Background: an optimization exercise with open tools, aiming at small area, a short achievable clock period and few clock cycles. Do not read the settings as production practice. RTL that was checked went through simulation tests only; none was proved equivalent to the original.

run 3:
==> module queens, before the edit <==
module queens(
	input clk,
	input reset,
	input [4:0] n,
	output reg [31:0] result,
	input [4:0] row_query,
	output [4:0] row_result
    );
	reg [4:0] column;
	reg [4:0] cur;
	reg [4:0] rn;
	reg [4:0] Q [0:30];
	reg [4:0] FS [0:30];
	reg [30:0] Rused;
	reg [60:0] A;
	reg [60:0] B;
	reg finished;
	reg found;
	integer i;
	genvar g;
	wire [154:0] q_flat, fs_flat;
	generate for (g = 0; g < 31; g = g + 1) begin : fl
		assign q_flat[5*g +: 5] = Q[g];
		assign fs_flat[5*g +: 5] = FS[g];
	end endgenerate
	wire [31:0] col_oh, cur_oh, rq_oh, prev_oh;
	queens_dec dec_col(.s(column), .oh(col_oh));
	queens_dec dec_cur(.s(cur), .oh(cur_oh));
	queens_dec dec_rq(.s(row_query), .oh(rq_oh));
	wire [4:0] cm1 = column - 5'd1;
	wire [4:0] prev;
	queens_sel5 sel_prev(.oh(col_oh[31:1]), .d(q_flat), .y(prev));
	queens_dec dec_prev(.s(prev), .oh(prev_oh));
	wire sol = (column == n);
	wire exh = (cur == n);
	wire back = sol | exh;
	wire [30:0] occ = Rused | {1'b0, A[60:31]} | {B[29:0], 1'b0};
	wire [30:0] S = cur_oh[30:0];
	wire [30:0] C = prev_oh[31:1];    
	wire blocked;
	queens_sel1 sel_occ(.oh(S), .d(occ), .y(blocked));
	wire fwd = ~back & ~blocked;
	always @(posedge clk, posedge reset)
	begin
		if (reset) begin
			result <= 0;
			Rused <= 0;
			A <= 0;
			B <= 0;
			column <= 0;
			cur <= 0;
			rn <= 0;
			finished <= 0;
			found <= 0;
		end else if (~finished) begin
			if (sol) begin
				result <= result + 1;
				rn <= (rn == n) ? 5'd0 : rn + 5'd1;
				found <= 1'b1;
			end
			if (fwd) begin
				column <= column + 5'd1;
				cur <= 5'd0;
			end else if (back) begin
				column <= cm1;
				cur <= prev;
			end else
				cur <= cur + 5'd1;
			finished <= back & (column == 0);
			if (fwd) begin
				Rused <= Rused | S;
				A <= {1'b0, A[60:1]} | {S, 30'd0};
				B <= {B[59:0], 1'b0} | {30'd0, S};
			end else if (back) begin
				Rused <= Rused & ~C;
				A <= {A[59:0], 1'b0} & ~{C[29:0], 31'd0};
				B <= {1'b0, B[60:1]} & ~{31'd0, C[30:1]};
			end
		end
	end
	always @(posedge clk)
	begin
		if (~finished) begin
			for (i = 0; i < 31; i = i + 1) begin
				if (fwd && col_oh[i]) Q[i] <= cur + 5'd1;
				if (sol && ~found) FS[i] <= Q[i];
			end
		end
	end
	wire [4:0] q_rd, fs_rd;
	queens_rd31 rd_q(.oh(rq_oh[30:0]), .d(q_flat), .y(q_rd));
	queens_rd31 rd_fs(.oh(rq_oh[30:0]), .d(fs_flat), .y(fs_rd));
	wire g_q = ~finished & (row_query < column);
	wire g_f = finished & found & (row_query < n);
	wire g_c = ~finished & ~sol & (row_query == column);
	wire g_r = ~finished & (row_query == n);
	generate for (g = 0; g < 5; g = g + 1) begin : ob
		wire x0, x1;
		queens_a22oi o0(.a0(g_q), .b0(q_rd[g]), .a1(g_f), .b1(fs_rd[g]), .y(x0));
		queens_a22oi o1(.a0(g_c), .b0(cur[g]), .a1(g_r), .b1(rn[g]), .y(x1));
		queens_nand2 o2(.a(x0), .b(x1), .y(row_result[g]));
	end endgenerate
endmodule
==> module queens_rd31, before the edit <==
module queens_rd31(
	input [30:0] oh,
	input [154:0] d,
	output [4:0] y
    );
	genvar b, k, j;
	wire [31:0] ohx = {1'b0, oh};
	wire [159:0] dx = {5'd0, d};
	generate for (b = 0; b < 5; b = b + 1) begin : bt
		wire [3:0] l2;
		wire [1:0] l3;
		for (k = 0; k < 4; k = k + 1) begin : q
			wire [7:0] dk;
			for (j = 0; j < 8; j = j + 1) begin : e
				assign dk[j] = dx[5*(8*k+j) + b];
			end
			queens_sel8n u(.oh(ohx[8*k +: 8]), .d(dk), .yn(l2[k]));
		end
		queens_nor2 u3a(.a(l2[0]), .b(l2[1]), .y(l3[0]));
		queens_nor2 u3b(.a(l2[2]), .b(l2[3]), .y(l3[1]));
		queens_nand2 u4(.a(l3[0]), .b(l3[1]), .y(y[b]));
	end endgenerate
endmodule
==> module queens_sel8n, before the edit <==
module queens_sel8n(input [7:0] oh, input [7:0] d, output yn);
	wire [3:0] p;
	assign p[0] = ~((oh[0] & d[0]) | (oh[1] & d[1]));
	assign p[1] = ~((oh[2] & d[2]) | (oh[3] & d[3]));
	assign p[2] = ~((oh[4] & d[4]) | (oh[5] & d[5]));
	assign p[3] = ~((oh[6] & d[6]) | (oh[7] & d[7]));
	assign yn = ~(p[0] & p[1] & p[2] & p[3]);
endmodule
Settings: LEC_CHECK=0, CAP_MARGIN=20, CORE_MARGIN=2, CORE_UTILIZATION=40, CTS_CLUSTER_DIAMETER=70, CTS_CLUSTER_SIZE=30, SLEW_MARGIN=20, SYNTH_HIERARCHICAL=1; clock period 12.0 ns.
standard.sh (not shown) runs the stock make flow with config.mk's settings and CLKGATE_MAP_FILE= SYNTH_SCRIPT=/design/flow/synth_recipe.tcl, a recipe that flattens the netlist after the stock synthesis.
==> flow/flow/run.sh <==
#!/bin/bash
set -euo pipefail
cd "$(dirname "${BASH_SOURCE[0]}")/.."
bash standard.sh SETUP_SLACK_MARGIN=6 finish > standard_flow.log 2>&1
Run 3 ran to completion and came out clean on the timing, design-rule and antenna checks.
The inputs of run 1 differ from those of run 3 as listed below.
diff --git a/flow/design.v b/flow/design.v
--- a/flow/design.v
+++ b/flow/design.v
@@ -23,12 +23,19 @@
 	generate for (g = 0; g < 31; g = g + 1) begin : fl
 		assign q_flat[5*g +: 5] = Q[g];
 		assign fs_flat[5*g +: 5] = FS[g];
 	end endgenerate
-	wire [31:0] col_oh, cur_oh, rq_oh, prev_oh;
+	wire [31:0] col_oh, cur_oh, prev_oh;
 	queens_dec dec_col(.s(column), .oh(col_oh));
 	queens_dec dec_cur(.s(cur), .oh(cur_oh));
-	queens_dec dec_rq(.s(row_query), .oh(rq_oh));
+	wire [3:0] rq_lo;
+	wire [7:0] rq_hi;
+	generate for (g = 0; g < 4; g = g + 1) begin : plo
+		assign rq_lo[g] = (row_query[1:0] == g);
+	end endgenerate
+	generate for (g = 0; g < 8; g = g + 1) begin : phi
+		assign rq_hi[g] = (row_query[4:2] == g);
+	end endgenerate
 	wire [4:0] cm1 = column - 5'd1;
 	wire [4:0] prev;
 	queens_sel5 sel_prev(.oh(col_oh[31:1]), .d(q_flat), .y(prev));
 	queens_dec dec_prev(.s(prev), .oh(prev_oh));
@@ -88,10 +95,10 @@
 			end
 		end
 	end
 	wire [4:0] q_rd, fs_rd;
-	queens_rd31 rd_q(.oh(rq_oh[30:0]), .d(q_flat), .y(q_rd));
-	queens_rd31 rd_fs(.oh(rq_oh[30:0]), .d(fs_flat), .y(fs_rd));
+	queens_rd31 rd_q(.lo(rq_lo), .hi(rq_hi), .d(q_flat), .y(q_rd));
+	queens_rd31 rd_fs(.lo(rq_lo), .hi(rq_hi), .d(fs_flat), .y(fs_rd));
 	wire g_q = ~finished & (row_query < column);
 	wire g_f = finished & found & (row_query < n);
 	wire g_c = ~finished & ~sol & (row_query == column);
 	wire g_r = ~finished & (row_query == n);
@@ -111,37 +118,39 @@
 		assign oh[g] = (s == g);
 	end endgenerate
 endmodule
 module queens_rd31(
-	input [30:0] oh,
+	input [3:0] lo,
+	input [7:0] hi,
 	input [154:0] d,
 	output [4:0] y
     );
 	genvar b, k, j;
-	wire [31:0] ohx = {1'b0, oh};
 	wire [159:0] dx = {5'd0, d};
 	generate for (b = 0; b < 5; b = b + 1) begin : bt
-		wire [3:0] l2;
-		wire [1:0] l3;
+		wire [3:0] grp;
 		for (k = 0; k < 4; k = k + 1) begin : q
 			wire [7:0] dk;
 			for (j = 0; j < 8; j = j + 1) begin : e
-				assign dk[j] = dx[5*(8*k+j) + b];
+				assign dk[j] = dx[5*(4*j+k) + b];
 			end
-			queens_sel8n u(.oh(ohx[8*k +: 8]), .d(dk), .yn(l2[k]));
+			queens_sel8 u(.oh(hi), .d(dk), .y(grp[k]));
 		end
-		queens_nor2 u3a(.a(l2[0]), .b(l2[1]), .y(l3[0]));
-		queens_nor2 u3b(.a(l2[2]), .b(l2[3]), .y(l3[1]));
-		queens_nand2 u4(.a(l3[0]), .b(l3[1]), .y(y[b]));
+		queens_sel4 u4(.oh(lo), .d(grp), .y(y[b]));
 	end endgenerate
 endmodule
-module queens_sel8n(input [7:0] oh, input [7:0] d, output yn);
+module queens_sel4(input [3:0] oh, input [3:0] d, output y);
+	wire p0 = ~((oh[0] & d[0]) | (oh[1] & d[1]));
+	wire p1 = ~((oh[2] & d[2]) | (oh[3] & d[3]));
+	assign y = ~(p0 & p1);
+endmodule
+module queens_sel8(input [7:0] oh, input [7:0] d, output y);
 	wire [3:0] p;
 	assign p[0] = ~((oh[0] & d[0]) | (oh[1] & d[1]));
 	assign p[1] = ~((oh[2] & d[2]) | (oh[3] & d[3]));
 	assign p[2] = ~((oh[4] & d[4]) | (oh[5] & d[5]));
 	assign p[3] = ~((oh[6] & d[6]) | (oh[7] & d[7]));
-	assign yn = ~(p[0] & p[1] & p[2] & p[3]);
+	assign y = ~(p[0] & p[1] & p[2] & p[3]);
 endmodule
 module queens_a22oi(input a0, input b0, input a1, input b1, output y);
 	assign y = ~((a0 & b0) | (a1 & b1));
 endmodule
==> comparison <==
- In the metrics for run 3 and run 1, the one carrying the lower final critical-path share of the clock period is run 1.
- Run 1 against run 3: worst hold slack now sits lower, routed length on met2 now sits higher, met3 layer usage reported by global route now larger, worst setup slack rose 0.14 ns.
- Re mean routed wirelength per cell: run 3 and run 1 aren't equal, and the lower value belongs to run 3.
- | final critical delay including setup and external delays | higher: run 3 |
- Compare run 3 and run 1 | half-perimeter wire length after detailed placement lower: run 1
Testbench counts of run 1, summed over its fixed seeds: cycles 3,905,824.
Only the layout flow was run in run 3; the RTL was not checked for function there.

what the ideal ports hide:
No port has a modelled driver above. Below, the same layouts with a new extraction and two added sets of constraints.
Step 1 (the two cells are an assumption about what drives the block):
set clk [get_ports {sysClk}]
set_driving_cell -lib_cell sky130_fd_sc_hd__clkbuf_16 $clk
set_driving_cell -lib_cell sky130_fd_sc_hd__buf_2 [delete_from_list [all_inputs] $clk]
Step 2 times the ports against the registers' clock, not the clock port: input delays grow and output delays shrink by t, the midpoint of the rising clock arrivals with the driver on.
Three values: no drivers, after step 1, after step 2; two values: the first two.
run	t, ns	slack for setup (ns)	worst hold slack (ns)
run 3	0.632	5.274 / 5.148 / 5.148	0.499 / 0.499 / 0.499
run 1	0.641	5.417 / 5.255 / 5.255	0.494 / 0.494 / 0.494
After both steps every run listed still meets setup and hold. The setup slack of run 1, which loses most, moves by -0.162 ns with the drivers and by -0.162 ns with both steps.
